Background: an optimization exercise with open tools, aiming at small area, a short achievable clock period and few clock cycles per item. Do not read the settings as production practice.
Function was not checked in any run shown here: the RTL went through the layout flow alone.
Power and IR drop assume default switching activity.

## design/flow/design.v

```verilog
`timescale 1ns / 1ps
module fa3(input x, input y, input z, output s, output c);
    assign s = x ^ y ^ z;
    assign c = (x & y) | (x & z) | (y & z);
endmodule
module ha2(input x, input y, output s, output c);
    assign s = x ^ y;
    assign c = x & y;
endmodule
`timescale 1ns / 1ps
module function_calculator(
    input clk_i,
    input rst_i,
    input [15:0] sw_i,
    input start_i,
    output busy_o,
    output [15:0] y_calc
 );
    wire [7:0] b_i = sw_i[7:0];
    wire [2:0] r_d = (b_i >= 8'd216) ? 3'd6 :
                     (b_i >= 8'd125) ? 3'd5 :
                     (b_i >= 8'd64)  ? 3'd4 :
                     (b_i >= 8'd27)  ? 3'd3 :
                     (b_i >= 8'd8)   ? 3'd2 :
                     (b_i >= 8'd1)   ? 3'd1 : 3'd0;
    reg [7:0] aa;
    reg [2:0] rr;
    always @(posedge clk_i) begin
        if (rst_i) begin
            aa <= 8'd0;
            rr <= 3'd0;
        end else if (start_i) begin
            aa <= sw_i[15:8];
            rr <= r_d;
        end
    end
    wire n0 = aa[1] & ~aa[0];
    wire n1 = aa[1] & aa[0];
    wire n2 = aa[2] & ~aa[1];
    wire n3 = aa[2] & aa[1];
    wire n4 = aa[3] & ~aa[2];
    wire n5 = aa[3] & aa[2];
    wire n6 = aa[4] & ~aa[3];
    wire n7 = aa[4] & aa[3];
    wire n8 = aa[5] & ~aa[4];
    wire n9 = aa[5] & aa[4];
    wire n10 = aa[6] & ~aa[5];
    wire n11 = aa[6] & aa[5];
    wire n12 = aa[7] & ~aa[6];
    wire n13 = aa[7] & aa[6];
    wire n14 = aa[0] & aa[2];
    wire n15 = aa[0] & aa[3];
    wire n16 = aa[0] & aa[4];
    wire n17 = aa[0] & aa[5];
    wire n18 = aa[0] & aa[6];
    wire n19 = aa[0] & aa[7];
    wire n20 = aa[1] & aa[3];
    wire n21 = aa[1] & aa[4];
    wire n22 = aa[1] & aa[5];
    wire n23 = aa[1] & aa[6];
    wire n24 = aa[1] & aa[7];
    wire n25 = aa[2] & aa[4];
    wire n26 = aa[2] & aa[5];
    wire n27 = aa[2] & aa[6];
    wire n28 = aa[2] & aa[7];
    wire n29 = aa[3] & aa[5];
    wire n30 = aa[3] & aa[6];
    wire n31 = aa[3] & aa[7];
    wire n32 = aa[4] & aa[6];
    wire n33 = aa[4] & aa[7];
    wire n34 = aa[5] & aa[7];
    wire n35, n36;
    ha2 un35 (.x(n5), .y(n18), .s(n35), .c(n36));
    wire n37, n38;
    fa3 un37 (.x(n6), .y(n19), .z(n23), .s(n37), .c(n38));
    wire n39, n40;
    fa3 un39 (.x(n7), .y(n24), .z(n27), .s(n39), .c(n40));
    wire n41, n42;
    ha2 un41 (.x(n8), .y(n28), .s(n41), .c(n42));
    wire n43, n44;
    ha2 un43 (.x(n9), .y(n31), .s(n43), .c(n44));
    wire n45, n46;
    ha2 un45 (.x(n3), .y(n16), .s(n45), .c(n46));
    wire n47, n48;
    fa3 un47 (.x(n4), .y(n17), .z(n21), .s(n47), .c(n48));
    wire n49, n50;
    fa3 un49 (.x(n22), .y(n25), .z(n35), .s(n49), .c(n50));
    wire n51, n52;
    fa3 un51 (.x(n26), .y(n36), .z(n37), .s(n51), .c(n52));
    wire n53, n54;
    fa3 un53 (.x(n29), .y(n38), .z(n39), .s(n53), .c(n54));
    wire n55, n56;
    fa3 un55 (.x(n30), .y(n40), .z(n41), .s(n55), .c(n56));
    wire n57, n58;
    fa3 un57 (.x(n32), .y(n42), .z(n43), .s(n57), .c(n58));
    wire n59, n60;
    fa3 un59 (.x(n10), .y(n33), .z(n44), .s(n59), .c(n60));
    wire n61, n62;
    ha2 un61 (.x(n11), .y(n34), .s(n61), .c(n62));
    wire [15:0] ra = {n13, n12, n60, n58, n56, n54, n52, n50, n48, n46, n20, n2, n1, n0, rr[1], aa[0]};
    wire [15:0] rb = {1'b0, n62, n61, n59, n57, n55, n53, n51, n49, n47, n45, n15, n14, rr[2], 1'b0, rr[0]};
    wire [15:0] sq = ra + rb;
    assign y_calc = sq;
    assign busy_o = 1'b0;
endmodule
```

## design/flow/flow/run.sh

```bash
#!/bin/bash
# Standard layout, with the port buffers inserted as buf_1 cells instead of
# the resizer's default choice (clkdlybuf4s50_1, larger and slower).
set -euo pipefail
echo 'export BUFFER_PORTS_ARGS = -buffer_cell sky130_fd_sc_hd__buf_1' >> config.mk
bash standard.sh > standard.log 2>&1
```

## design/flow/standard.sh

```bash
#!/bin/bash
# synth_recipe.tcl (not shown) runs the flow's synth.tcl, then flattens the netlist and writes it again
# the make line also repeats each setting of config.mk as NAME=value (left out here)
make -C /OpenROAD-flow-scripts/flow DESIGN_CONFIG=/design/flow/config.mk WORK_HOME=/design/flow/orfs CLKGATE_MAP_FILE= SYNTH_SCRIPT=/design/flow/synth_recipe.tcl "${@:-finish}"
```

## design/flow/config.mk

```make
export PLATFORM = sky130hd
export DESIGN_NAME = function_calculator
export DESIGN_NICKNAME = function_calculator
export VERILOG_FILES = /design/flow/design.v
export SDC_FILE = /design/flow/constraint.sdc
export NUM_CORES = 4
export LEC_CHECK = 0
export ABC_AREA = 0
export CAP_MARGIN = 20
export CORE_MARGIN = 2
export CORE_UTILIZATION = 40
export SLEW_MARGIN = 20
export SYNTH_HIERARCHICAL = 1
export SYNTH_MINIMUM_KEEP_SIZE = 0
export BUFFER_PORTS_ARGS = -buffer_cell sky130_fd_sc_hd__buf_1
```

## design/flow/constraint.sdc

```tcl
create_clock -name core_clock -period 5.0 [get_ports {clk_i}]
set_input_delay 1.0000 -clock core_clock [delete_from_list [all_inputs] [get_ports {clk_i}]]
set_output_delay 1.0000 -clock core_clock [all_outputs]
set_load 0.01 [all_outputs]
```

==> results of run 1 <==
[cell families after synthesis]
kind of cell,Yosys count
AOI/OAI and AO/OA,55
DFF,11
adders and majority gates,30
and+or+nand+nor,73
other,1
buffers and inverters,12
muxes,8
xor gates and xnor gates,13
[sequential cells by signal (all words and copies together), names as in the netlist]
register,count
rr,3
aa,8
[modules after synthesis, one instance, submodules excluded]
module / flops+latches / cells / area (um^2) / copies in the design
function_calculator: 11 / 189 / 1460 / 1
fa3: 0 / 1 / 20.0 / 9
ha2: 0 / 1 / 12.5 / 5
[worst register-to-register path: stages, from the launching register on]
cell and delay, ns:
dfxtp_1 0.47, mux2i_1 0.11, nor2_1 0.12
[routing by layer]
layer  part of all wire [%]  vias up  GRT usage (%)
li1                       -      798              -
met1                     54      665           22.6
met2                     42       38           23.6
met3                    3.2        4           1.16
met4                    1.1        0           5.23
met5                      0        -              0
[power by group]
| group | leakage [uW] | switching [uW] | internal, uW |
|---|---|---|---|
| combinational | 0.000778 | 48.4 | 36.7 |
| sequential | 0.0000910 | 8.95 | 93.6 |
| clock | 0.0000228 | 30.9 | 55.8 |
| total | 0.000892 | 88.2 | 186 |
[synth_stat cells (2+ instances only)]
library cell	n	area (um^2)
and2_1	28	175
nor2_1	21	78.8
ha_1	20	250
a21oi_1	13	65.1
dfxtp_1	11	220
xnor2_1	11	96.3
fa_1	9	180
mux2i_1	8	80.1
o21ai_0	8	40.0
inv_1	7	26.3
nor2b_1	7	43.8
a21o_1	6	45.0
nand2_1	5	18.8
o211ai_1	4	30.0
a31oi_1	3	18.8
o21a_1	3	22.5
a311oi_1	2	17.5
and3_1	2	12.5
buf_2	2	10.0
clkbuf_1	2	7.51
nand3_1	2	10.0
nor3_1	2	10.0
o21ai_1	2	10.0
xor2_1	2	17.5
[worst paths after layout]
| kind | start | cells after the start | slack (ns) | endpoint |
|---|---|---|---|---|
| max | aa[4]$_SDFFE_PP0P_ | 10 | 0.69 | y_calc[13] |
| min | rr[0]$_SDFFE_PP0P_ | 2 | 0.50 | rr[0]$_SDFFE_PP0P_ |
| max reg2reg | aa[5]$_SDFFE_PP0P_ | 2 | 4.24 | aa[5]$_SDFFE_PP0P_ |
| min reg2reg | rr[0]$_SDFFE_PP0P_ | 2 | 0.50 | rr[0]$_SDFFE_PP0P_ |
[layout make-up]
type	count	area [um^2]	area share (%)
timing repair buffer	34	128	6.67
sequential	11	220	11.5
inverter	7	26.3	1.37
tap	50	62.6	3.27
clock buffer	4	45.0	2.35
multi-input combinational	180	1430	74.8
[per-stage QoR]
stage	cell area (um^2)	setup slack, ns	utilization (%)	hold WS, ns
2_1_floorplan	1700	1.20	-	0.456
3_3_place_gp	1870	0.999	46.0	0.485
3_5_place_dp	1870	0.928	46.0	0.491
4_1_cts	1910	0.666	47.1	0.499
5_1_grt	1910	0.455	47.1	0.527
6_report	1910	0.688	47.1	0.495
==> results.sh, run 1 <==
export IMPL_max_freq_mhz=232
export IMPL_required_ns=4.00
export IMPL_clock_latency_ns=0.23
export IMPL_dp_cells=282
export IMPL_criticalPathCategory="register to output pin"
export IMPL_die_w_um=69.2
export IMPL_drtAntennaViolNets=0
export IMPL_total_power_uw=274
export IMPL_cts_max_path_buffers=2
export IMPL_dp_hpwl_um=2910
export IMPL_die_area_um2=4790
export IMPL_crit_fanout=10
export IMPL_drt_initial_drc_count=46
export IMPL_hold_class="register to register"
export IMPL_setup_viol=0
export IMPL_cp_top_family="adder cells"
export IMPL_antenna_found_initial=0
export IMPL_synth_edf_count=0
export IMPL_finalMaxSlewViolations=0
export IMPL_crit_path_top_delay_cell="dfxtp_1"
export IMPL_skew_ns=0
export IMPL_async_flop_share_pct=0
export IMPL_layout_drive_gt1_share_pct=4.66
export IMPL_critPathMostFrequentCell="fa_1"
export IMPL_yosysWarningCount=7
export IMPL_rows=23
export IMPL_synthesis_nets=251
export IMPL_clkSlewWorstSetupHoldPaths_ns=0.05
export IMPL_netlist_area_um2=1700
export IMPL_start_util_pct=42.0
export IMPL_startpoint_type="register"
export IMPL_synth_compound_area_share_pct=23.4
export IMPL_layout_commonest_cell="buf_1"
export IMPL_tightestPinTransition_ns=0.760
export IMPL_synth_area_mux_share_pct=4.70
export IMPL_critPathBufInv=1
export IMPL_area_growth_pct=12.3
export IMPL_first_pass_iters=4
export IMPL_diodes=0
export IMPL_synth_adder_area_share_pct=25.9
export IMPL_synth_seq_cells=11
export IMPL_vias_per_cell=5.26
export IMPL_crit_path_end_kind="output pin"
export IMPL_nNetsFinal=285
export IMPL_postCtsSetupRepairBufs=0
export IMPL_grt_usage_pct=15.4
export IMPL_critical_path_max_stage_delay_ns=0.46
export IMPL_cts_sinks=11
export IMPL_routed_wirelength_um=3580
export IMPL_worstPathCellList="nor2b_1, fa_1, fa_1, ha_1, nand2_1, o211ai_1, a31oi_2, or2_4, o311ai_2, buf_1"
export IMPL_synth_xor_area_share_pct=6.69
export IMPL_max_slew_margin_pct=49.4
export IMPL_grt_pass1_wl_um=6190
export IMPL_synth_top_family_by_area="adder cells"
export IMPL_maxCapViolations=0
export IMPL_vias=1505
export IMPL_hold_violations=0
export IMPL_overflow=0
export IMPL_io_buffers=34
export IMPL_fin_setup_tns_ns=0
export IMPL_avgSynthCellArea_um2=8.39
export IMPL_grt_max_degree=15
export IMPL_ys_flop_type="dfxtp_1"
export IMPL_final_min_clock_period_ns=4.31
export IMPL_power_leakage_uw=0.000892
export IMPL_synth_simple_area_share_pct=23.1
export IMPL_cts_tree="yes"
export IMPL_wl_per_cell_um=12.5
export IMPL_rsz0062_at_grt="no"
export IMPL_yosysSeqAreaShare_pct=12.9
export IMPL_final_cell_mix="34 x buf_1, 28 x and2_1, 21 x nor2_1, 20 x ha_1, 13 x a21oi_1"
export IMPL_synthCells=203
export IMPL_cts_resized=0
export IMPL_pin_count=36
export IMPL_cp_data_arrival_time_ns=3.31
export IMPL_die_h_um=69.2
export IMPL_fin_crit_sh_pct=86.2
export IMPL_irDropWorstVdd_v=0.000171
export IMPL_fin_cells=286
export IMPL_power_density_nw_per_um2=143
export IMPL_synth_cell_types=47
export IMPL_status="complete, no violations"
export IMPL_grt_pass1_vias=1356
export IMPL_fillers=424
export IMPL_holdBufCountCts=0
export IMPL_drcViolationCount=0
export IMPL_cts_htree_levels=1
export IMPL_core_area_um2=4060
export IMPL_cts_buffers=3
export IMPL_cts_root_buf="clkbuf_8"
export IMPL_gp_congestion=0.793
==> run 2, diff against run 1 <==
--- a/design/flow/design.v
+++ b/design/flow/design.v
@@ -99,5 +99,35 @@
     ha2 un61 (.x(n11), .y(n34), .s(n61), .c(n62));
-    wire [15:0] ra = {n13, n12, n60, n58, n56, n54, n52, n50, n48, n46, n20, n2, n1, n0, rr[1], aa[0]};
-    wire [15:0] rb = {1'b0, n62, n61, n59, n57, n55, n53, n51, n49, n47, n45, n15, n14, rr[2], 1'b0, rr[0]};
-    wire [15:0] sq = ra + rb;
+    wire n63, n64;
+    ha2 un63 (.x(aa[0]), .y(rr[0]), .s(n63), .c(n64));
+    wire n65, n66;
+    ha2 un65 (.x(rr[1]), .y(n64), .s(n65), .c(n66));
+    wire n67, n68;
+    fa3 un67 (.x(n0), .y(rr[2]), .z(n66), .s(n67), .c(n68));
+    wire n69, n70;
+    fa3 un69 (.x(n1), .y(n14), .z(n68), .s(n69), .c(n70));
+    wire n71, n72;
+    fa3 un71 (.x(n2), .y(n15), .z(n70), .s(n71), .c(n72));
+    wire n73, n74;
+    fa3 un73 (.x(n20), .y(n45), .z(n72), .s(n73), .c(n74));
+    wire n75, n76;
+    fa3 un75 (.x(n46), .y(n47), .z(n74), .s(n75), .c(n76));
+    wire n77, n78;
+    fa3 un77 (.x(n48), .y(n49), .z(n76), .s(n77), .c(n78));
+    wire n79, n80;
+    fa3 un79 (.x(n50), .y(n51), .z(n78), .s(n79), .c(n80));
+    wire n81, n82;
+    fa3 un81 (.x(n52), .y(n53), .z(n80), .s(n81), .c(n82));
+    wire n83, n84;
+    fa3 un83 (.x(n54), .y(n55), .z(n82), .s(n83), .c(n84));
+    wire n85, n86;
+    fa3 un85 (.x(n56), .y(n57), .z(n84), .s(n85), .c(n86));
+    wire n87, n88;
+    fa3 un87 (.x(n58), .y(n59), .z(n86), .s(n87), .c(n88));
+    wire n89, n90;
+    fa3 un89 (.x(n60), .y(n61), .z(n88), .s(n89), .c(n90));
+    wire n91, n92;
+    fa3 un91 (.x(n12), .y(n62), .z(n90), .s(n91), .c(n92));
+    wire n93, n94;
+    ha2 un93 (.x(n13), .y(n92), .s(n93), .c(n94));
+    wire [15:0] sq = {n93, n91, n89, n87, n85, n83, n81, n79, n77, n75, n73, n71, n69, n67, n65, n63};
     assign y_calc = sq;
==> results.sh, run 2 <==
export IMPL_status="failed layout checks"
export IMPL_violations="setup timing"
export IMPL_largest_reg_flops=8
export IMPL_vias_per_cell=4.67
export IMPL_grt_pass1_wl_um=4490
export IMPL_grt_usage_pct=13.9
export IMPL_hold_class="register to register"
export IMPL_cts_sinks=11
export IMPL_cts_max_path_buffers=2
export IMPL_power_switching_uw=75.9
export IMPL_synth_common_cells="28 x and2_1, 22 x fa_1, 18 x buf_4"
export IMPL_swShare_pct=31.5
export IMPL_p_comb_share_pct=35.1
export IMPL_die_w_um=62.8
export IMPL_rows=21
export IMPL_overflow=0
export IMPL_routed_wirelength_um=2410
export IMPL_max_slew_margin_pct=47.2
export IMPL_diodes=0
export IMPL_irDropWorstVdd_v=0.0000688
export IMPL_vias=975
export IMPL_netlist_area_um2=1380
export IMPL_drt_initial_drc_count=13
export IMPL_die_area_um2=3950
export IMPL_drtAntennaViolNets=0
export IMPL_crit_fanout=2
export IMPL_multi_input_area_um2=1080
export IMPL_wl_per_cell_um=11.5
export IMPL_first_pass_iters=2
export IMPL_dp_hpwl_um=2090
export IMPL_synthCells=134
export IMPL_tightestPinTransition_ns=0.792
export IMPL_power_internal_uw=165
export IMPL_io_buffers=34
export IMPL_yosysSeqAreaShare_pct=15.9
export IMPL_yosysTopAreaCell="fa_1"
export IMPL_layout_commonest_cell="and2_1"
export IMPL_synth_top_area_share_pct=31.8
export IMPL_start_util_pct=41.5
export IMPL_top_register="aa"
export IMPL_layout_drive_gt1_share_pct=26.4
export IMPL_layout_top_registers="aa (8), rr (3)"
export IMPL_avgSynthCellArea_um2=10.3
export IMPL_setup_ws_ns=-1.86
export IMPL_pwr_share_clk_pct=24.4
export IMPL_yosysWarningCount=7
export IMPL_die_h_um=62.8
export IMPL_cp_data_arrival_time_ns=5.86
export IMPL_rsz0062_at_grt="yes"
export IMPL_clkSlewWorstSetupHoldPaths_ns=0.07
export IMPL_clock_latency_ns=0.27
export IMPL_postCtsSetupRepairBufs=0
export IMPL_required_ns=4.00
export IMPL_ys_top_cells_by_area="fa_1 32%, dfxtp_1 16%, and2_1 13%"
export IMPL_fin_crit_sh_pct=137
export IMPL_cts_buffers=3
export IMPL_ys_flop_type="dfxtp_1"
export IMPL_synthesis_nets=183
export IMPL_fin_setup_tns_ns=-7.11
export IMPL_async_flop_share_pct=0
export IMPL_cts_htree_levels=1
export IMPL_nNetsFinal=213
export IMPL_crit_path_end_kind="output pin"
export IMPL_power_density_nw_per_um2=145
export IMPL_final_seq_area_um2=225
export IMPL_finalMaxSlewViolations=0
export IMPL_criticalPathCategory="register to output pin"
export IMPL_fillers=328
export IMPL_synth_cell_types=24
export IMPL_max_freq_mhz=146
export IMPL_timing_hold_ws_ns=0.512
export IMPL_maxCapViolations=0
export IMPL_gp_congestion=0.744
export IMPL_area_growth_pct=19.9
export IMPL_grt_pass1_vias=1052
export IMPL_power_leakage_uw=0.000763
export IMPL_drcViolationCount=0
export IMPL_synth_most_common_cell="and2_1"
export IMPL_antenna_found_initial=0
export IMPL_cts_root_buf="clkbuf_4"
export IMPL_core_area_um2=3340
export IMPL_setup_viol=7
export IMPL_grt_max_degree=14
export IMPL_power_frac_seq_pct=40.5
export IMPL_cts_tree="yes"
export IMPL_hold_violations=0
export IMPL_synth_edf_count=0
export IMPL_startpoint_type="register"
export IMPL_final_min_clock_period_ns=6.86
export IMPL_skew_ns=0
export IMPL_synth_seq_cells=11
export IMPL_holdBufCountCts=0
export IMPL_final_cell_mix="28 x and2_1, 27 x buf_1, 13 x fa_2, 11 x nor2_1, 10 x buf_4"
export IMPL_pin_count=36
## run 2: cell types whose count changed in the layout (fill, tap and decap cells not counted), sizes merged, moves of 10 or more
| cell | change |
|---|---|
| ha | -12 |
| o21ai | -10 |
| fa | +13 |
| nor2 | -10 |
| buf | +10 |
| a21oi | -11 |
## run 2: cell type report
class / instances / share of cell area [%]
flip-flops and latches: 11 / 13.6
clock buffers: 4 / 1.58
well taps: 46 / 3.47
inverters: 4 / 0.905
repair buffers: 44 / 15.4
multi-input cells: 100 / 65.1
## run 2: repair_timing
item                                    4_1_cts  5_1_grt
endpoints found under the setup margin        7        7
resized for setup                            15        0
pin swaps                                     3        0
## run 2: final timing paths
check	start	end	slack [ns]	depth (start not counted)
worst min register to register	rr[1]$_SDFFE_PP0P_	rr[1]$_SDFFE_PP0P_	0.51	2
worst min-delay path	rr[1]$_SDFFE_PP0P_	rr[1]$_SDFFE_PP0P_	0.51	2
worst max-delay path	aa[0]$_SDFFE_PP0P_	y_calc[15]	-1.86	17
worst max register to register	rr[0]$_SDFFE_PP0P_	rr[0]$_SDFFE_PP0P_	3.99	3
## run 2: critical path, stage by stage (launching register included)
cell,delay (ns)
dfxtp_4,0.35
ha_4,0.15
ha_4,0.15
fa_2,0.34
fa_2,0.38
fa_2,0.37
fa_2,0.35
fa_2,0.34
fa_2,0.34
fa_2,0.34
fa_2,0.34
fa_2,0.34
fa_2,0.34
fa_2,0.34
fa_2,0.35
fa_2,0.39
ha_4,0.28
buf_6,0.09
## run 2: cells by family after synthesis
family / count (synthesis) / share of synthesized area [%]
AND/OR/NAND/NOR: 48 / 19.8
adder cells (fa/ha/maj): 32 / 40.6
buffers and inverters: 23 / 11.1
flip-flops: 11 / 15.9
AO/OA/AOI/OAI: 9 / 5.24
multiplexers: 8 / 5.79
XOR/XNOR: 2 / 1.27
other: 1 / 0.271
## run 2: power groups by stage
| stage | clock network [uW] | registers [uW] | logic (uW) |
|---|---|---|---|
| global route | 67.0 | 98.3 | 96.0 |
| floorplan | 0 | 102 | 63.2 |
| detailed placement | 0 | 99.5 | 79.8 |
| finish | 58.8 | 97.5 | 84.5 |
| CTS | 60.9 | 97.6 | 87.1 |
| global placement | 0 | 99.2 | 78.3 |
## run 2: through the flow
stage          setup WS, ns  power (uW)  area (um^2)  instances  util (%)
6_report              -1.86         241         1660        209      49.7
3_5_place_dp          -1.69         179         1580        205      47.3
5_1_grt               -1.98         261         1660        209      49.7
2_1_floorplan         -1.54         165         1480        134         -
4_1_cts               -1.90         246         1660        209      49.7
3_3_place_gp          -1.65         177         1580        205      47.3
## run 2: routing by layer
layer  wire [um]  global-route usage (%)
met2        1240                    25.4
met1        1080                    17.2
met3          83                    2.16
met5           0                       0
met4          13                    3.33
## run 2: per-module statistics from Yosys, one instance, submodules excluded
module,cell area (um^2),times used,cells inside,flops+latches
function_calculator,843,1,104,11
fa3,20.0,22,1,0
ha2,12.5,8,1,0
==> run 3, diff against run 2 <==
--- a/design/flow/design.v
+++ b/design/flow/design.v
@@ -16,3 +16,3 @@
     output busy_o,
-    output [15:0] y_calc
+    output reg [15:0] y_calc
  );
@@ -25,13 +25,4 @@
                      (b_i >= 8'd1)   ? 3'd1 : 3'd0;
-    reg [7:0] aa;
-    reg [2:0] rr;
-    always @(posedge clk_i) begin
-        if (rst_i) begin
-            aa <= 8'd0;
-            rr <= 3'd0;
-        end else if (start_i) begin
-            aa <= sw_i[15:8];
-            rr <= r_d;
-        end
-    end
+    wire [7:0] aa = sw_i[15:8];
+    wire [2:0] rr = r_d;
     wire n0 = aa[1] & ~aa[0];
@@ -132,3 +123,8 @@
     wire [15:0] sq = {n93, n91, n89, n87, n85, n83, n81, n79, n77, n75, n73, n71, n69, n67, n65, n63};
-    assign y_calc = sq;
+    always @(posedge clk_i) begin
+        if (rst_i)
+            y_calc <= 16'd0;
+        else if (start_i)
+            y_calc <= sq;
+    end
     assign busy_o = 1'b0;
==> results.sh, run 3 <==
export IMPL_overflow=0
export IMPL_place_area_um2=1750
export IMPL_cts_htree_levels=1
export IMPL_fin_area_um2=1820
export IMPL_crit_fanout=4
export IMPL_critPathBufInv=1
export IMPL_ys_flop_type="dfxtp_1"
export IMPL_power_leakage_uw=0.000797
export IMPL_clkSlewWorstSetupHoldPaths_ns=0.09
export IMPL_cts_tree="yes"
export IMPL_hold_violations=0
export IMPL_synthesis_nets=186
export IMPL_avgSynthCellArea_um2=10.6
export IMPL_critical_path_max_stage_delay_ns=0.40
export IMPL_start_util_pct=42.5
export IMPL_p_comb_share_pct=41.8
export IMPL_final_min_clock_period_ns=6.83
export IMPL_antenna_found_initial=0
export IMPL_cts_max_path_buffers=2
export IMPL_startpoint_type="input pin"
export IMPL_routed_wirelength_um=2970
export IMPL_drt_initial_drc_count=14
export IMPL_area_growth_pct=25.6
export IMPL_diodes=0
export IMPL_cts_root_buf="clkbuf_4"
export IMPL_status="failed layout checks"
export IMPL_wl_per_cell_um=13.0
export IMPL_synth_top_area_share_pct=30.3
export IMPL_die_w_um=64.2
export IMPL_hold_class="register to register"
export IMPL_grt_usage_pct=16.2
export IMPL_cp_data_arrival_time_ns=6.98
export IMPL_place_ws_ns=-2.32
export IMPL_irDropWorstVdd_v=0.000106
export IMPL_required_ns=5.15
export IMPL_yosysTopAreaCell="fa_1"
export IMPL_netlist_area_um2=1450
export IMPL_nNetsFinal=232
export IMPL_clock_latency_ns=0.28
export IMPL_rows=21
export IMPL_largest_reg_flops=16
export IMPL_cp_top_family="adder cells"
export IMPL_cts_buffers=3
export IMPL_vias=1108
export IMPL_power_density_nw_per_um2=227
export IMPL_synthCells=137
export IMPL_rsz0062_at_grt="yes"
export IMPL_finalMaxSlewViolations=0
export IMPL_critPathMostFrequentCell="fa_2"
export IMPL_crit_path_top_delay_cell="fa_2"
export IMPL_pwr_share_clk_pct=21.0
export IMPL_dp_cells=224
export IMPL_layout_top_registers="y_calc (16)"
export IMPL_dp_hpwl_um=2460
export IMPL_crit_path_end_kind="register"
export IMPL_layout_drive_gt1_share_pct=23.1
export IMPL_final_cell_mix="28 x and2_1, 28 x buf_1, 18 x nor2_1, 16 x mux2i_1, 16 x dfxtp_1"
export IMPL_max_freq_mhz=147
export IMPL_power_switching_uw=140
export IMPL_tightestPinTransition_ns=0.712
export IMPL_skew_ns=0
export IMPL_power_internal_uw=273
export IMPL_gp_congestion=0.748
export IMPL_first_pass_iters=4
export IMPL_grt_max_degree=17
export IMPL_grt_pass1_wl_um=5210
export IMPL_core_area_um2=3420
export IMPL_grt_pass1_vias=1150
export IMPL_fin_crit_sh_pct=137
export IMPL_drtAntennaViolNets=0
export IMPL_setup_viol=6
export IMPL_violations="setup timing"
export IMPL_yosysWarningCount=7
export IMPL_async_flop_share_pct=0
export IMPL_synth_common_cells="28 x and2_1, 22 x fa_1, 19 x nor2_1"
export IMPL_fillers=319
export IMPL_swShare_pct=33.8
export IMPL_pin_count=36
export IMPL_power_frac_seq_pct=37.2
export IMPL_top_register="y_calc"
export IMPL_synth_most_common_cell="and2_1"
export IMPL_synth_edf_count=0
export IMPL_worstPathCellList="buf_8, xor2_1, nor2_1, a211o_1, ha_2, ha_4, fa_2, fa_2, fa_2, fa_2, fa_2, fa_2, fa_2, fa_2, fa_2, fa_2, fa_2, fa_2, fa_2, ha_4, mux2i_1, nor2_1"
export IMPL_setup_ws_ns=-1.83
export IMPL_maxCapViolations=0
export IMPL_fin_cells=228
export IMPL_cts_sinks=16
export IMPL_die_area_um2=4130
export IMPL_vias_per_cell=4.86
export IMPL_ys_top_cells_by_area="fa_1 30%, dfxtp_1 22%, and2_1 12%"
export IMPL_io_buffers=34
export IMPL_yosysSeqAreaShare_pct=22.1
export IMPL_die_h_um=64.2
export IMPL_max_slew_margin_pct=52.5
export IMPL_synth_seq_cells=16
export IMPL_synth_cell_types=26
export IMPL_criticalPathCategory="input pin to register"
export IMPL_drcViolationCount=0
[run 3: changes by cell type in the layout (fill, tap and decap cells not counted), sizes merged, moves of 3 or more]
cell and delta:
mux2i +8, clkbuf +3, inv -3, nor2 +8, dfxtp +5
[run 3: worst min-delay path, cell delays in order (launching register included)]
cell and delay (ns):
dfxtp_1 0.34, mux2i_1 0.07, nor2_1 0.07
[run 3: final timing paths]
| path | start | endpoint | slack [ns] | cells past startpoint |
|---|---|---|---|---|
| setup / recovery | sw_i[4] | y_calc[15]$_SDFFE_PP0P_ | -1.83 | 22 |
| hold / removal | y_calc[1]$_SDFFE_PP0P_ | y_calc[1]$_SDFFE_PP0P_ | 0.50 | 2 |
| setup reg to reg | y_calc[3]$_SDFFE_PP0P_ | y_calc[3]$_SDFFE_PP0P_ | 4.36 | 2 |
| hold reg to reg | y_calc[1]$_SDFFE_PP0P_ | y_calc[1]$_SDFFE_PP0P_ | 0.50 | 2 |
[run 3: kinds of logic after synthesis]
group,count (synthesis),share of synthesized area [%]
compound gates,7,3.71
other cells,1,0.258
flops,16,22.1
mux,16,11.0
simple gates,60,22.4
xor+xnor,1,0.604
fa+ha+maj,30,37.2
buf+inv,6,2.67
[run 3: area by class of cell]
class | count | area (um^2) | share of cell area, %
clock buffer | 4 | 36.3 | 1.99
inverter | 1 | 3.75 | 0.206
multi-input combinational | 115 | 1160 | 63.6
sequential | 16 | 320 | 17.6
tap | 46 | 57.6 | 3.16
timing repair buffer | 46 | 245 | 13.5
[run 3: layer usage]
| metal | wire, um | vias up | track usage (%) |
|---|---|---|---|
| li1 | - | 530 | - |
| met1 | 1230 | 558 | 20.1 |
| met2 | 1630 | 20 | 29.2 |
| met3 | 104 | 0 | 4.23 |
| met4 | 0 | 0 | 1.60 |
| met5 | 0 | - | 0 |
[run 3: modules after synthesis, one instance, submodules excluded]
module,copies in the design,cells inside
ha2,8,1
fa3,22,1
function_calculator,1,107
[run 3: stage by stage]
step                      util [%]  setup TNS [ns]  power, uW  hold WS, ns
after floorplan                  -           -6.89        269        0.531
after global placement        51.3           -9.25        325        0.473
after detailed placement      51.3           -9.99        331        0.488
after CTS                     53.0           -7.02        422        0.512
after global routing          53.4           -7.48        449        0.536
final                         53.4           -6.67        413        0.503
[run 3: repair_timing]
item                                    CTS  global route
buffers inserted                          0             0
endpoints found under the setup margin    7             7
pin swaps                                 5             5
hold buffers                              0             0
resized for setup                         8             4
[run 3: power by group through the flow]
stage	clock [uW]	combinational (uW)	sequential (uW)
global placement	0	169	156
floorplan	0	106	164
CTS	91.0	177	154
finish	86.6	173	154
global route	96.3	196	156
detailed placement	0	174	157
==> run 4, diff against run 3 <==
--- a/design/flow/design.v
+++ b/design/flow/design.v
@@ -16,3 +16,3 @@
     output busy_o,
-    output reg [15:0] y_calc
+    output [15:0] y_calc
  );
@@ -25,4 +25,13 @@
                      (b_i >= 8'd1)   ? 3'd1 : 3'd0;
-    wire [7:0] aa = sw_i[15:8];
-    wire [2:0] rr = r_d;
+    reg [7:0] aa;
+    reg [2:0] rr;
+    always @(posedge clk_i) begin
+        if (rst_i) begin
+            aa <= 8'd0;
+            rr <= 3'd0;
+        end else if (start_i) begin
+            aa <= sw_i[15:8];
+            rr <= r_d;
+        end
+    end
     wire n0 = aa[1] & ~aa[0];
@@ -107,3 +116,3 @@
     wire n79, n80;
-    fa3 un79 (.x(n50), .y(n51), .z(n78), .s(n79), .c(n80));
+    ha2 un79 (.x(n50), .y(n51), .s(n79), .c(n80));
     wire n81, n82;
@@ -122,9 +131,23 @@
     ha2 un93 (.x(n13), .y(n92), .s(n93), .c(n94));
-    wire [15:0] sq = {n93, n91, n89, n87, n85, n83, n81, n79, n77, n75, n73, n71, n69, n67, n65, n63};
-    always @(posedge clk_i) begin
-        if (rst_i)
-            y_calc <= 16'd0;
-        else if (start_i)
-            y_calc <= sq;
-    end
+    wire n95, n96;
+    fa3 un95 (.x(n50), .y(n51), .z(1'b1), .s(n95), .c(n96));
+    wire n97, n98;
+    fa3 un97 (.x(n52), .y(n53), .z(n96), .s(n97), .c(n98));
+    wire n99, n100;
+    fa3 un99 (.x(n54), .y(n55), .z(n98), .s(n99), .c(n100));
+    wire n101, n102;
+    fa3 un101 (.x(n56), .y(n57), .z(n100), .s(n101), .c(n102));
+    wire n103, n104;
+    fa3 un103 (.x(n58), .y(n59), .z(n102), .s(n103), .c(n104));
+    wire n105, n106;
+    fa3 un105 (.x(n60), .y(n61), .z(n104), .s(n105), .c(n106));
+    wire n107, n108;
+    fa3 un107 (.x(n12), .y(n62), .z(n106), .s(n107), .c(n108));
+    wire n109, n110;
+    ha2 un109 (.x(n13), .y(n108), .s(n109), .c(n110));
+    wire [7:0] hi0 = {n93, n91, n89, n87, n85, n83, n81, n79};
+    wire [7:0] hi1 = {n109, n107, n105, n103, n101, n99, n97, n95};
+    wire [7:0] lo = {n77, n75, n73, n71, n69, n67, n65, n63};
+    wire [15:0] sq = {n78 ? hi1 : hi0, lo};
+    assign y_calc = sq;
     assign busy_o = 1'b0;
==> results.sh, run 4 <==
export IMPL_power_leakage_uw=0.000902
export IMPL_crit_fanout=2
export IMPL_largest_reg_flops=8
export IMPL_setup_ws_ns=-0.901
export IMPL_r2r_end="rr[0]$_SDFFE_PP0P_"
export IMPL_reg2reg_slack_ns=3.74
export IMPL_wl_per_cell_um=12.5
export IMPL_clock_latency_ns=0.23
export IMPL_drcViolationCount=0
export IMPL_synth_seq_cells=11
export IMPL_ys_top_cells_by_area="fa_1 36%, dfxtp_1 14%, and2_1 11%"
export IMPL_holdPathStages=2
export IMPL_synth_common_cells="28 x and2_1, 28 x fa_1, 13 x nor2_1"
export IMPL_cts_tree="yes"
export IMPL_tightestPinTransition_ns=0.746
export IMPL_rr_worst_depth=4
export IMPL_drt_initial_drc_count=30
export IMPL_async_flop_share_pct=0
export IMPL_min_to="rr[1]$_SDFFE_PP0P_"
export IMPL_place_ws_ns=-0.797
export IMPL_vias_per_cell=4.88
export IMPL_cts_htree_levels=1
export IMPL_ys_flop_type="dfxtp_1"
export IMPL_die_w_um=66.3
export IMPL_routed_wirelength_um=2920
export IMPL_clkSlewWorstSetupHoldPaths_ns=0.05
export IMPL_power_density_nw_per_um2=143
export IMPL_fin_util_pct=53.3
export IMPL_yosysWarningCount=7
export IMPL_irDropWorstVdd_v=0.0000795
export IMPL_start_util_pct=42.1
export IMPL_top_register="aa"
export IMPL_die_area_um2=4390
export IMPL_gp_congestion=0.784
export IMPL_cts_max_path_buffers=2
export IMPL_grt_pass1_vias=1211
export IMPL_fin_crit_sh_pct=118
export IMPL_yosysTopAreaCell="fa_1"
export IMPL_diodes=0
export IMPL_synth_edf_count=0
export IMPL_grt_max_degree=14
export IMPL_synthesis_nets=202
export IMPL_netlist_area_um2=1550
export IMPL_min_from="rr[1]$_SDFFE_PP0P_"
export IMPL_violations="setup timing"
export IMPL_layout_commonest_cell="buf_1"
export IMPL_synth_top_area_share_pct=36.1
export IMPL_avgSynthCellArea_um2=10.7
export IMPL_startpoint_type="register"
export IMPL_place_area_um2=1830
export IMPL_r2r_start="rr[0]$_SDFFE_PP0P_"
export IMPL_antenna_found_initial=0
export IMPL_drtAntennaViolNets=0
export IMPL_cts_root_buf="clkbuf_8"
export IMPL_dp_hpwl_um=2400
export IMPL_startpoint="aa[0]$_SDFFE_PP0P_"
export IMPL_criticalPathCategory="register to output pin"
export IMPL_overflow=0
export IMPL_rows=22
export IMPL_skew_ns=0
export IMPL_layout_drive_gt1_share_pct=33.0
export IMPL_required_ns=4.00
export IMPL_max_slew_margin_pct=50.2
export IMPL_nNetsFinal=243
export IMPL_synth_cell_types=24
export IMPL_yosysSeqAreaShare_pct=14.2
export IMPL_cts_buffers=3
export IMPL_holdBufCountCts=0
export IMPL_hold_class="register to register"
export IMPL_io_buffers=34
export IMPL_max_freq_mhz=169
export IMPL_cp_data_arrival_time_ns=4.90
export IMPL_rsz0062_at_grt="yes"
export IMPL_synthCells=145
export IMPL_grt_usage_pct=15.0
export IMPL_finalMaxSlewViolations=0
export IMPL_layout_top_registers="aa (8), rr (3)"
export IMPL_crit_path_end_kind="output pin"
export IMPL_first_pass_iters=4
export IMPL_status="failed layout checks"
export IMPL_maxCapViolations=0
export IMPL_area_growth_pct=26.8
export IMPL_vias=1136
export IMPL_final_cell_mix="27 x buf_1, 25 x and2_1, 21 x fa_2, 13 x nor2_1, 13 x buf_4"
export IMPL_cts_sinks=11
export IMPL_grt_pass1_wl_um=5170
export IMPL_pin_count=36
export IMPL_final_min_clock_period_ns=5.90
export IMPL_setup_viol=4
export IMPL_hold_violations=0
export IMPL_core_area_um2=3690
export IMPL_fin_area_um2=1970
export IMPL_die_h_um=66.3
==> run 4: cell types whose count changed after synthesis, moves of 5 or more <==
| cell | delta |
|---|---|
| mux2_1 | +8 |
| fa_1 | +6 |
| nor2_1 | -6 |
| buf_4 | +7 |
| mux2i_1 | -8 |
| dfxtp_1 | -5 |
==> run 4: worst max-delay path, stage by stage, from the launching register on <==
cell     delay, ns
dfxtp_2       0.31
and2_4        0.15
fa_1          0.55
fa_1          0.46
fa_2          0.40
fa_2          0.40
fa_2          0.35
fa_2          0.37
fa_2          0.36
fa_2          0.35
fa_2          0.38
ha_4          0.21
mux2_4        0.26
buf_6         0.12
==> run 4: metrics by stage <==
step	setup TNS (ns)	hold slack, ns	std cells	total power (uW)
after global placement	-1.72	0.470	228	185
after global routing	-2.72	0.531	233	302
after CTS	-2.48	0.478	233	281
after floorplan	-0.403	0.447	145	163
final	-2.11	0.477	233	280
after detailed placement	-1.98	0.470	228	189
==> run 4: modules after synthesis, one instance, submodules excluded <==
module / cells / area, um^2
ha2: 1 / 12.5
fa3: 1 / 20.0
function_calculator: 107 / 866
==> run 4: logic make-up after synthesis <==
logic type,after synthesis,share of synthesized area [%]
other cells,2,0.484
compound gates,9,4.36
mux,16,11.0
flops,11,14.2
simple gates,52,18.7
buf+inv,15,5.89
fa+ha+maj,39,44.8
xor+xnor,1,0.565
==> run 4: repair_timing <==
| item | in CTS | in global routing |
|---|---|---|
| resized for setup | 12 | 18 |
| setup buffers | 1 | 0 |
| setup endpoints to repair | 8 | 8 |
| pin swaps | 11 | 9 |
==> run 4: cell type report <==
cell class	count	area [um^2]
well taps	48	60.1
inverters	3	11.3
multi-input cells	119	1350
fillers	340	1720
clock buffers	4	45.0
repair buffers	48	274
flip-flops and latches	11	226
==> run 4: worst max-delay path by stage <==
stage	endpoint	cells after the start
4_1_cts	y_calc[15]	13
6_report	y_calc[15]	13
3_5_place_dp	y_calc[15]	13
5_1_grt	y_calc[15]	13
3_3_place_gp	y_calc[15]	13
2_1_floorplan	y_calc[15]	12
==> run 4: power breakdown <==
group          switching (uW)  internal [uW]  total, uW
logic                    49.9           45.6       95.4
registers                3.29           93.5       96.8
clock network            32.3           55.9       88.2
==> run 4: layer usage <==
layer | up-vias | share of wire (%) | track usage [%]
li1 | 548 | - | -
met1 | 563 | 41 | 18.6
met2 | 23 | 55 | 27.9
met3 | 2 | 3.4 | 1.19
met4 | 0 | 0.55 | 3.83
met5 | - | 0 | 0
==> run 5, diff against run 4 <==
--- a/design/flow/design.v
+++ b/design/flow/design.v
@@ -116,5 +116,5 @@
     wire n79, n80;
-    ha2 un79 (.x(n50), .y(n51), .s(n79), .c(n80));
+    fa3 un79 (.x(n50), .y(n51), .z(n78), .s(n79), .c(n80));
     wire n81, n82;
-    fa3 un81 (.x(n52), .y(n53), .z(n80), .s(n81), .c(n82));
+    ha2 un81 (.x(n52), .y(n53), .s(n81), .c(n82));
     wire n83, n84;
@@ -132,21 +132,19 @@
     wire n95, n96;
-    fa3 un95 (.x(n50), .y(n51), .z(1'b1), .s(n95), .c(n96));
+    fa3 un95 (.x(n52), .y(n53), .z(1'b1), .s(n95), .c(n96));
     wire n97, n98;
-    fa3 un97 (.x(n52), .y(n53), .z(n96), .s(n97), .c(n98));
+    fa3 un97 (.x(n54), .y(n55), .z(n96), .s(n97), .c(n98));
     wire n99, n100;
-    fa3 un99 (.x(n54), .y(n55), .z(n98), .s(n99), .c(n100));
+    fa3 un99 (.x(n56), .y(n57), .z(n98), .s(n99), .c(n100));
     wire n101, n102;
-    fa3 un101 (.x(n56), .y(n57), .z(n100), .s(n101), .c(n102));
+    fa3 un101 (.x(n58), .y(n59), .z(n100), .s(n101), .c(n102));
     wire n103, n104;
-    fa3 un103 (.x(n58), .y(n59), .z(n102), .s(n103), .c(n104));
+    fa3 un103 (.x(n60), .y(n61), .z(n102), .s(n103), .c(n104));
     wire n105, n106;
-    fa3 un105 (.x(n60), .y(n61), .z(n104), .s(n105), .c(n106));
+    fa3 un105 (.x(n12), .y(n62), .z(n104), .s(n105), .c(n106));
     wire n107, n108;
-    fa3 un107 (.x(n12), .y(n62), .z(n106), .s(n107), .c(n108));
-    wire n109, n110;
-    ha2 un109 (.x(n13), .y(n108), .s(n109), .c(n110));
-    wire [7:0] hi0 = {n93, n91, n89, n87, n85, n83, n81, n79};
-    wire [7:0] hi1 = {n109, n107, n105, n103, n101, n99, n97, n95};
-    wire [7:0] lo = {n77, n75, n73, n71, n69, n67, n65, n63};
-    wire [15:0] sq = {n78 ? hi1 : hi0, lo};
+    ha2 un107 (.x(n13), .y(n106), .s(n107), .c(n108));
+    wire [6:0] hi0 = {n93, n91, n89, n87, n85, n83, n81};
+    wire [6:0] hi1 = {n107, n105, n103, n101, n99, n97, n95};
+    wire [8:0] lo = {n79, n77, n75, n73, n71, n69, n67, n65, n63};
+    wire [15:0] sq = {n80 ? hi1 : hi0, lo};
     assign y_calc = sq;
==> results.sh, run 5 <==
export IMPL_die_h_um=65.9
export IMPL_setup_viol=2
export IMPL_synth_seq_cells=11
export IMPL_power_switching_uw=83.5
export IMPL_holdPathStages=2
export IMPL_worstPathCellList="and2_4, fa_1, fa_2, fa_2, fa_2, fa_2, fa_2, fa_2, fa_1, ha_1, mux2_4, buf_1"
export IMPL_final_cell_mix="32 x buf_1, 25 x and2_1, 20 x fa_2, 15 x nor2_1, 15 x buf_4"
export IMPL_power_internal_uw=194
export IMPL_startpoint_type="register"
export IMPL_first_pass_iters=4
export IMPL_dp_hpwl_um=2420
export IMPL_rsz0062_at_grt="yes"
export IMPL_cts_tree="yes"
export IMPL_cts_htree_levels=1
export IMPL_vias_per_cell=4.79
export IMPL_synthesis_nets=201
export IMPL_crit_path_end_kind="output pin"
export IMPL_cts_max_path_buffers=2
export IMPL_fin_cells=233
export IMPL_area_growth_pct=23.9
export IMPL_drtAntennaViolNets=0
export IMPL_power_frac_seq_pct=35.9
export IMPL_drt_initial_drc_count=13
export IMPL_yosysSeqAreaShare_pct=14.4
export IMPL_required_ns=4.00
export IMPL_max_slew_margin_pct=50.6
export IMPL_final_min_clock_period_ns=5.54
export IMPL_yosysTopAreaCell="fa_1"
export IMPL_hold_violations=0
export IMPL_final_seq_area_um2=230
export IMPL_async_flop_share_pct=0
export IMPL_layout_top_registers="aa (8), rr (3)"
export IMPL_m1WireLength_um=1190
export IMPL_synth_area_mux_share_pct=10.4
export IMPL_diodes=0
export IMPL_routed_wirelength_um=2800
export IMPL_criticalPathCategory="register to output pin"
export IMPL_clkSlewWorstSetupHoldPaths_ns=0.05
export IMPL_synth_compound_area_share_pct=3.84
export IMPL_clock_latency_ns=0.23
export IMPL_critical_path_max_stage_delay_ns=0.55
export IMPL_fin_util_pct=51.8
export IMPL_grt_pass1_wl_um=4810
export IMPL_crit_path_top_delay_cell="fa_1"
export IMPL_ys_top_cells_by_area="fa_1 35%, dfxtp_1 14%, and2_1 11%"
export IMPL_p_comb_share_pct=32.5
export IMPL_total_power_uw=277
export IMPL_ys_flop_type="dfxtp_1"
export IMPL_r2r_start="rr[0]$_SDFFE_PP0P_"
export IMPL_netlist_area_um2=1530
export IMPL_synth_cell_types=26
export IMPL_largest_reg_flops=8
export IMPL_nNetsFinal=242
export IMPL_grt_max_degree=14
export IMPL_reg2reg_slack_ns=3.98
export IMPL_hold_class="register to register"
export IMPL_cp_data_arrival_time_ns=4.54
export IMPL_synth_most_common_cell="and2_1"
export IMPL_top_register="aa"
export IMPL_start_util_pct=41.8
export IMPL_power_leakage_uw=0.000876
export IMPL_vias=1116
export IMPL_synth_top_family_by_area="adder cells"
export IMPL_synth_xor_area_share_pct=0.572
export IMPL_skew_ns=0
export IMPL_dp_cells=228
export IMPL_core_area_um2=3660
export IMPL_cts_root_buf="clkbuf_8"
export IMPL_tightestPinTransition_ns=0.741
export IMPL_rows=22
export IMPL_synthCells=145
export IMPL_io_buffers=34
export IMPL_synth_adder_area_share_pct=44.9
export IMPL_yosysWarningCount=7
export IMPL_min_to="rr[2]$_SDFFE_PP0P_"
export IMPL_violations="setup timing"
export IMPL_route_met3_wl_um=50
export IMPL_pwr_share_clk_pct=31.6
export IMPL_irDropWorstVdd_v=0.000105
export IMPL_synth_edf_count=0
export IMPL_min_from="rr[2]$_SDFFE_PP0P_"
export IMPL_maxCapViolations=0
export IMPL_gp_congestion=0.783
export IMPL_max_freq_mhz=181
export IMPL_swShare_pct=30.1
export IMPL_die_w_um=65.9
export IMPL_pin_count=36
export IMPL_layout_commonest_cell="buf_1"
export IMPL_antenna_found_initial=0
export IMPL_cts_buffers=3
export IMPL_fin_crit_sh_pct=111
export IMPL_power_density_nw_per_um2=146
export IMPL_wl_per_cell_um=12.0
export IMPL_die_area_um2=4340
export IMPL_layout_drive_gt1_share_pct=33.0
export IMPL_crit_fanout=3
export IMPL_highest_layer="met4"
export IMPL_fin_setup_tns_ns=-0.847
export IMPL_fillers=329
export IMPL_avgSynthCellArea_um2=10.6
export IMPL_r2r_end="rr[0]$_SDFFE_PP0P_"
export IMPL_holdBufCountCts=0
export IMPL_synth_simple_area_share_pct=18.8
export IMPL_grt_pass1_vias=1158
export IMPL_synth_top_area_share_pct=35.3
export IMPL_rr_worst_depth=3
export IMPL_multi_input_area_um2=1290
export IMPL_status="failed layout checks"
export IMPL_synth_common_cells="28 x and2_1, 27 x fa_1, 15 x nor2_1"
export IMPL_overflow=0
export IMPL_setup_ws_ns=-0.537
export IMPL_cts_sinks=11
export IMPL_wl_met2_um=1540
export IMPL_drcViolationCount=0
export IMPL_grt_usage_pct=14.2
export IMPL_critPathMostFrequentCell="fa_2"
export IMPL_finalMaxSlewViolations=0
## run 5: layout make-up
cell class | count | share of cell area [%]
Timing Repair Buffer | 49 | 13.5
Clock buffer | 4 | 2.37
Tap cell | 48 | 3.17
Multi-Input combinational cell | 118 | 68.3
Inverter | 3 | 0.594
Sequential cell | 11 | 12.1
## run 5: through the flow
step	hold WS, ns	cell area (um^2)	setup slack, ns
after floorplan	0.447	1590	0.0210
after global placement	0.509	1790	-0.286
after detailed placement	0.515	1790	-0.308
after CTS	0.526	1890	-0.557
after global routing	0.540	1900	-0.637
final	0.527	1900	-0.537
## run 5: worst max-delay path, delay by kind of cell (launching register included)
family	cells	cell delay, ns
buf+inv	1	0.13
mux	1	0.26
fa+ha+maj	9	3.43
simple gates	1	0.15
flops	1	0.32
## run 5: worst max-delay path by stage
stage                     slack (ns)  depth (start not counted)    endpoint               start
final                          -0.54                         12  y_calc[15]  aa[7]$_SDFFE_PP0P_
after global routing           -0.64                         12  y_calc[15]  aa[7]$_SDFFE_PP0P_
after CTS                      -0.56                         12  y_calc[15]  aa[7]$_SDFFE_PP0P_
after detailed placement       -0.31                         12  y_calc[15]  aa[7]$_SDFFE_PP0P_
after global placement         -0.29                         12  y_calc[15]  aa[7]$_SDFFE_PP0P_
after floorplan                 0.02                         11  y_calc[15]  aa[0]$_SDFFE_PP0P_
## run 5: what timing repair did
action | in CTS | in global routing
gates resized for setup | 16 | 1
setup endpoints to repair | 8 | 7
pin swaps | 6 | 0
buffers inserted | 1 | 0
## run 5: per-module statistics from Yosys, one instance, submodules excluded
module / cells / area (um^2)
fa3: 1 / 20.0
ha2: 1 / 12.5
function_calculator: 108 / 866
## run 5: kinds of logic after synthesis
kind of cell    Yosys count
compound gates            8
mux                      15
fa+ha+maj                39
buf+inv                  16
xor+xnor                  1
other cells               2
flops                    11
simple gates             53
## run 5: routing by layer
layer / vias up / GRT usage [%]
met2: 20 / 27.9
met3: 2 / 0.511
met1: 552 / 16.4
li1: 542 / -
met5: - / 0
met4: 0 / 3.91
## run 5: power groups by stage
stage | logic (uW) | registers (uW) | clock network [uW]
CTS | 91.5 | 99.8 | 89.3
global placement | 83.2 | 101 | 0
finish | 90.1 | 99.7 | 87.7
global route | 102 | 101 | 94.6
detailed placement | 86.8 | 101 | 0
floorplan | 61.7 | 102 | 0
==> run 6, diff against run 5 <==
--- a/design/flow/design.v
+++ b/design/flow/design.v
@@ -107,44 +107,75 @@
     fa3 un69 (.x(n1), .y(n14), .z(n68), .s(n69), .c(n70));
-    wire n71, n72;
-    fa3 un71 (.x(n2), .y(n15), .z(n70), .s(n71), .c(n72));
-    wire n73, n74;
-    fa3 un73 (.x(n20), .y(n45), .z(n72), .s(n73), .c(n74));
-    wire n75, n76;
-    fa3 un75 (.x(n46), .y(n47), .z(n74), .s(n75), .c(n76));
-    wire n77, n78;
-    fa3 un77 (.x(n48), .y(n49), .z(n76), .s(n77), .c(n78));
-    wire n79, n80;
-    fa3 un79 (.x(n50), .y(n51), .z(n78), .s(n79), .c(n80));
-    wire n81, n82;
-    ha2 un81 (.x(n52), .y(n53), .s(n81), .c(n82));
-    wire n83, n84;
-    fa3 un83 (.x(n54), .y(n55), .z(n82), .s(n83), .c(n84));
-    wire n85, n86;
-    fa3 un85 (.x(n56), .y(n57), .z(n84), .s(n85), .c(n86));
-    wire n87, n88;
-    fa3 un87 (.x(n58), .y(n59), .z(n86), .s(n87), .c(n88));
-    wire n89, n90;
-    fa3 un89 (.x(n60), .y(n61), .z(n88), .s(n89), .c(n90));
-    wire n91, n92;
-    fa3 un91 (.x(n12), .y(n62), .z(n90), .s(n91), .c(n92));
-    wire n93, n94;
-    ha2 un93 (.x(n13), .y(n92), .s(n93), .c(n94));
-    wire n95, n96;
-    fa3 un95 (.x(n52), .y(n53), .z(1'b1), .s(n95), .c(n96));
-    wire n97, n98;
-    fa3 un97 (.x(n54), .y(n55), .z(n96), .s(n97), .c(n98));
-    wire n99, n100;
-    fa3 un99 (.x(n56), .y(n57), .z(n98), .s(n99), .c(n100));
-    wire n101, n102;
-    fa3 un101 (.x(n58), .y(n59), .z(n100), .s(n101), .c(n102));
-    wire n103, n104;
-    fa3 un103 (.x(n60), .y(n61), .z(n102), .s(n103), .c(n104));
-    wire n105, n106;
-    fa3 un105 (.x(n12), .y(n62), .z(n104), .s(n105), .c(n106));
-    wire n107, n108;
-    ha2 un107 (.x(n13), .y(n106), .s(n107), .c(n108));
-    wire [6:0] hi0 = {n93, n91, n89, n87, n85, n83, n81};
-    wire [6:0] hi1 = {n107, n105, n103, n101, n99, n97, n95};
-    wire [8:0] lo = {n79, n77, n75, n73, n71, n69, n67, n65, n63};
-    wire [15:0] sq = {n80 ? hi1 : hi0, lo};
+    wire n71 = n2 ^ n15;
+    wire n72 = n2 & n15;
+    wire n73 = n20 ^ n45;
+    wire n74 = n20 & n45;
+    wire n75 = n46 ^ n47;
+    wire n76 = n46 & n47;
+    wire n77 = n48 ^ n49;
+    wire n78 = n48 & n49;
+    wire n79 = n50 ^ n51;
+    wire n80 = n50 & n51;
+    wire n81 = n52 ^ n53;
+    wire n82 = n52 & n53;
+    wire n83 = n54 ^ n55;
+    wire n84 = n54 & n55;
+    wire n85 = n56 ^ n57;
+    wire n86 = n56 & n57;
+    wire n87 = n58 ^ n59;
+    wire n88 = n58 & n59;
+    wire n89 = n60 ^ n61;
+    wire n90 = n60 & n61;
+    wire n91 = n12 ^ n62;
+    wire n92 = n12 & n62;
+    wire n93 = n72 | (n71 & n70);
+    wire n94 = n71 & 1'b0;
+    wire n95 = n76 | (n75 & n74);
+    wire n96 = n75 & n73;
+    wire n97 = n80 | (n79 & n78);
+    wire n98 = n79 & n77;
+    wire n99 = n84 | (n83 & n82);
+    wire n100 = n83 & n81;
+    wire n101 = n88 | (n87 & n86);
+    wire n102 = n87 & n85;
+    wire n103 = n92 | (n91 & n90);
+    wire n104 = n91 & n89;
+    wire n105 = n95 | (n96 & n93);
+    wire n106 = n96 & n94;
+    wire n107 = n99 | (n100 & n97);
+    wire n108 = n100 & n98;
+    wire n109 = n103 | (n104 & n101);
+    wire n110 = n104 & n102;
+    wire n111 = n107 | (n108 & n105);
+    wire n112 = n108 & n106;
+    wire n113 = n109 | (n110 & n111);
+    wire n114 = n110 & n112;
+    wire n115 = n97 | (n98 & n105);
+    wire n116 = n98 & n106;
+    wire n117 = n101 | (n102 & n111);
+    wire n118 = n102 & n112;
+    wire n119 = n74 | (n73 & n93);
+    wire n120 = n73 & n94;
+    wire n121 = n78 | (n77 & n105);
+    wire n122 = n77 & n106;
+    wire n123 = n82 | (n81 & n115);
+    wire n124 = n81 & n116;
+    wire n125 = n86 | (n85 & n111);
+    wire n126 = n85 & n112;
+    wire n127 = n90 | (n89 & n117);
+    wire n128 = n89 & n118;
+    wire n129 = 1'b0 | (n13 & n113);
+    wire n130 = n13 & n114;
+    wire n131 = n71 ^ n70;
+    wire n132 = n73 ^ n93;
+    wire n133 = n75 ^ n119;
+    wire n134 = n77 ^ n105;
+    wire n135 = n79 ^ n121;
+    wire n136 = n81 ^ n115;
+    wire n137 = n83 ^ n123;
+    wire n138 = n85 ^ n111;
+    wire n139 = n87 ^ n125;
+    wire n140 = n89 ^ n117;
+    wire n141 = n91 ^ n127;
+    wire n142 = n13 ^ n113;
+    wire [15:0] sq = {n142, n141, n140, n139, n138, n137, n136, n135, n134, n133, n132, n131, n69, n67, n65, n63};
     assign y_calc = sq;
==> results.sh, run 6 <==
export IMPL_status="complete, no violations"
export IMPL_worstPathCellList="ha_1, ha_1, fa_1, fa_1, inv_1, fa_1, nand2b_1, a21oi_2, nand2b_1, and3_1, nor2b_1, fa_1, inv_1, buf_1"
export IMPL_vias_per_cell=4.77
export IMPL_hold_violations=0
export IMPL_routed_wirelength_um=2620
export IMPL_cts_htree_levels=1
export IMPL_criticalPathCategory="register to output pin"
export IMPL_cts_tree="yes"
export IMPL_antenna_found_initial=0
export IMPL_place_ws_ns=0.710
export IMPL_die_h_um=67.2
export IMPL_crit_fanout=10
export IMPL_r2r_start="rr[0]$_SDFFE_PP0P_"
export IMPL_layout_top_registers="aa (8), rr (3)"
export IMPL_synth_edf_count=0
export IMPL_irDropWorstVdd_v=0.000135
export IMPL_yosysWarningCount=7
export IMPL_nNetsFinal=251
export IMPL_die_w_um=67.2
export IMPL_yosysSeqAreaShare_pct=13.8
export IMPL_clock_latency_ns=0.23
export IMPL_maxCapViolations=0
export IMPL_startpoint_type="register"
export IMPL_synth_most_common_cell="and2_1"
export IMPL_crit_path_top_delay_cell="fa_1"
export IMPL_ys_flop_type="dfxtp_1"
export IMPL_cp_data_arrival_time_ns=3.52
export IMPL_largest_reg_flops=8
export IMPL_critPathMostFrequentCell="fa_1"
export IMPL_top_register="aa"
export IMPL_synthCells=178
export IMPL_first_pass_iters=4
export IMPL_skew_ns=0
export IMPL_cts_buffers=3
export IMPL_grt_usage_pct=13.1
export IMPL_synth_top_area_share_pct=21.3
export IMPL_cts_resized=0
export IMPL_cts_sinks=11
export IMPL_async_flop_share_pct=0
export IMPL_avgSynthCellArea_um2=8.98
export IMPL_synth_common_cells="26 x and2_1, 17 x buf_4, 17 x fa_1, 17 x ha_1, 15 x nor2_1"
export IMPL_power_density_nw_per_um2=153
export IMPL_netlist_area_um2=1600
export IMPL_crit_path_end_kind="output pin"
export IMPL_setup_ws_ns=0.482
export IMPL_die_area_um2=4520
export IMPL_required_ns=4.00
export IMPL_drtAntennaViolNets=0
export IMPL_cts_max_path_buffers=2
export IMPL_start_util_pct=42.7
export IMPL_dp_cells=241
export IMPL_layout_commonest_cell="buf_1"
export IMPL_hold_class="register to register"
export IMPL_rsz0062_at_grt="no"
export IMPL_postCtsSetupRepairBufs=0
export IMPL_drt_initial_drc_count=26
export IMPL_drcViolationCount=0
export IMPL_synth_cell_types=30
export IMPL_power_leakage_uw=0.000842
export IMPL_rows=22
export IMPL_io_buffers=34
export IMPL_cts_root_buf="clkbuf_8"
export IMPL_layout_drive_gt1_share_pct=3.05
export IMPL_max_freq_mhz=221
export IMPL_pin_count=36
export IMPL_min_from="rr[1]$_SDFFE_PP0P_"
export IMPL_reg2reg_slack_ns=4.14
export IMPL_clkSlewWorstSetupHoldPaths_ns=0.05
export IMPL_holdBufCountCts=0
export IMPL_fin_area_um2=1690
export IMPL_ys_top_cells_by_area="fa_1 21%, dfxtp_1 14%, ha_1 13%"
export IMPL_critical_path_max_stage_delay_ns=0.42
export IMPL_final_min_clock_period_ns=4.52
export IMPL_finalMaxSlewViolations=0
export IMPL_fin_cells=245
export IMPL_grt_pass1_vias=1103
export IMPL_dp_hpwl_um=2200
export IMPL_synthesis_nets=231
export IMPL_grt_pass1_wl_um=4690
export IMPL_r2r_end="rr[0]$_SDFFE_PP0P_"
export IMPL_fin_setup_tns_ns=0
export IMPL_final_cell_mix="34 x buf_1, 26 x and2_1, 17 x fa_1, 17 x ha_1, 15 x nor2_1"
export IMPL_wl_per_cell_um=10.7
export IMPL_setup_viol=0
export IMPL_place_area_um2=1650
export IMPL_max_slew_margin_pct=48.4
export IMPL_yosysTopAreaCell="fa_1"
export IMPL_min_to="rr[1]$_SDFFE_PP0P_"
export IMPL_rr_worst_depth=2
export IMPL_grt_max_degree=15
export IMPL_tightestPinTransition_ns=0.774
export IMPL_synth_seq_cells=11
export IMPL_core_area_um2=3740
export IMPL_holdPathStages=2
export IMPL_area_growth_pct=6.03
export IMPL_vias=1168
export IMPL_gp_congestion=0.788
export IMPL_fin_crit_sh_pct=90.4
export IMPL_diodes=0
export IMPL_overflow=0
## run 6: cell types whose count changed after synthesis, moves of 5 or more
cell	change
a21oi_1	+5
nand2_1	+5
mux2_2	-7
buf_4	+6
inv_1	+12
nand2b_1	+5
fa_1	-10
ha_1	+7
## run 6: worst max-delay path: cells and delay by family (launching register included)
kind,cells,cell delay (ns)
adders and majority gates,6,1.87
and+or+nand+nor,4,0.66
DFF,1,0.39
buffers and inverters,3,0.29
AOI/OAI and AO/OA,1,0.08
## run 6: worst max path at each step
stage                            end                from  slack, ns  cells past startpoint
after floorplan           y_calc[11]  aa[0]$_SDFFE_PP0P_       0.97                     14
after global placement    y_calc[11]  aa[0]$_SDFFE_PP0P_       0.69                     14
after detailed placement  y_calc[11]  aa[0]$_SDFFE_PP0P_       0.71                     14
after CTS                 y_calc[11]  aa[0]$_SDFFE_PP0P_       0.43                     14
after global routing      y_calc[11]  aa[0]$_SDFFE_PP0P_       0.26                     14
final                     y_calc[11]  aa[0]$_SDFFE_PP0P_       0.48                     14
## run 6: cell type report
type | instances | area, um^2
multi-input combinational | 134 | 1190
fill | 386 | 2050
tap | 48 | 60.1
clock buffer | 4 | 45.0
sequential | 11 | 220
timing repair buffer | 34 | 128
inverter | 14 | 52.6
## run 6: per-module statistics from Yosys (local to each module, per instance)
module | cell area, um^2 | copies in the design
fa3 | 20.0 | 11
function_calculator | 1290 | 1
ha2 | 12.5 | 7
## run 6: per-stage QoR
step           total power [uW]  hold WS (ns)  utilization (%)
5_1_grt                     279         0.511             45.3
4_1_cts                     264         0.494             45.3
6_report                    259         0.495             45.3
2_1_floorplan               165         0.443                -
3_3_place_gp                175         0.474             44.1
3_5_place_dp                175         0.486             44.1
## run 6: metal layers
layer,share of wire [%],track usage [%],up-vias
met4,0.84,3.06,0
met2,46,22.0,17
li1,-,-,599
met1,50,18.0,548
met3,2.7,1.50,4
met5,0,0,-
## run 6: where the power goes
part / internal (uW) / switching [uW]
registers: 93.5 / 9.94
logic: 30.3 / 37.9
clock network: 55.9 / 31.8
## run 6: cell families (layout without fill, tap and decap cells)
family	Yosys count	in the layout	share of synthesized area, %
AO/OA/AOI/OAI	19	19	8.30
XOR/XNOR	7	7	3.84
adder cells (fa/ha/maj)	36	36	35.9
buffers and inverters	33	52	11.8
flip-flops	11	11	13.8
multiplexers	8	8	5.01
other	1	1	0.235
AND/OR/NAND/NOR	63	63	21.1

[what the ideal ports hide]
The results above use ideal ports. As a check the final layouts listed here were re-extracted and re-timed, cells and wires unchanged.
Step 1, drivers: a clkbuf_16 drives clk_i and a buf_2 each remaining input, both assumed.
Step 2 adds t to the input delays and takes it off the output delays; t is the mean of the earliest and latest rising clock arrival at the registers after step 1. Input paths then give back, and output paths get back, about the clock's delay inside the block.
Slacks: ideal / step 1 / step 2; pairs: ideal / step 1.
run | t (ns) | setup slack, ns | latest minus earliest clock arrival (ns)
run 1 | 0.255 | 0.688 / 0.667 / 0.921 | 0.003 / 0.003
run 2 | 0.281 | -1.856 / -1.874 / -1.592 | 0.003 / 0.003
run 3 | 0.302 | -1.826 / -1.847 / -2.150 | 0.004 / 0.003
run 4 | 0.254 | -0.901 / -0.919 / -0.665 | 0.003 / 0.004
run 5 | 0.253 | -0.537 / -0.558 / -0.305 | 0.001 / 0.001
run 6 | 0.253 | 0.482 / 0.462 / 0.715 | 0.002 / 0.002
The setup slack of run 3, which loses most, moves by -0.021 ns with the drivers and by -0.324 ns with both steps.
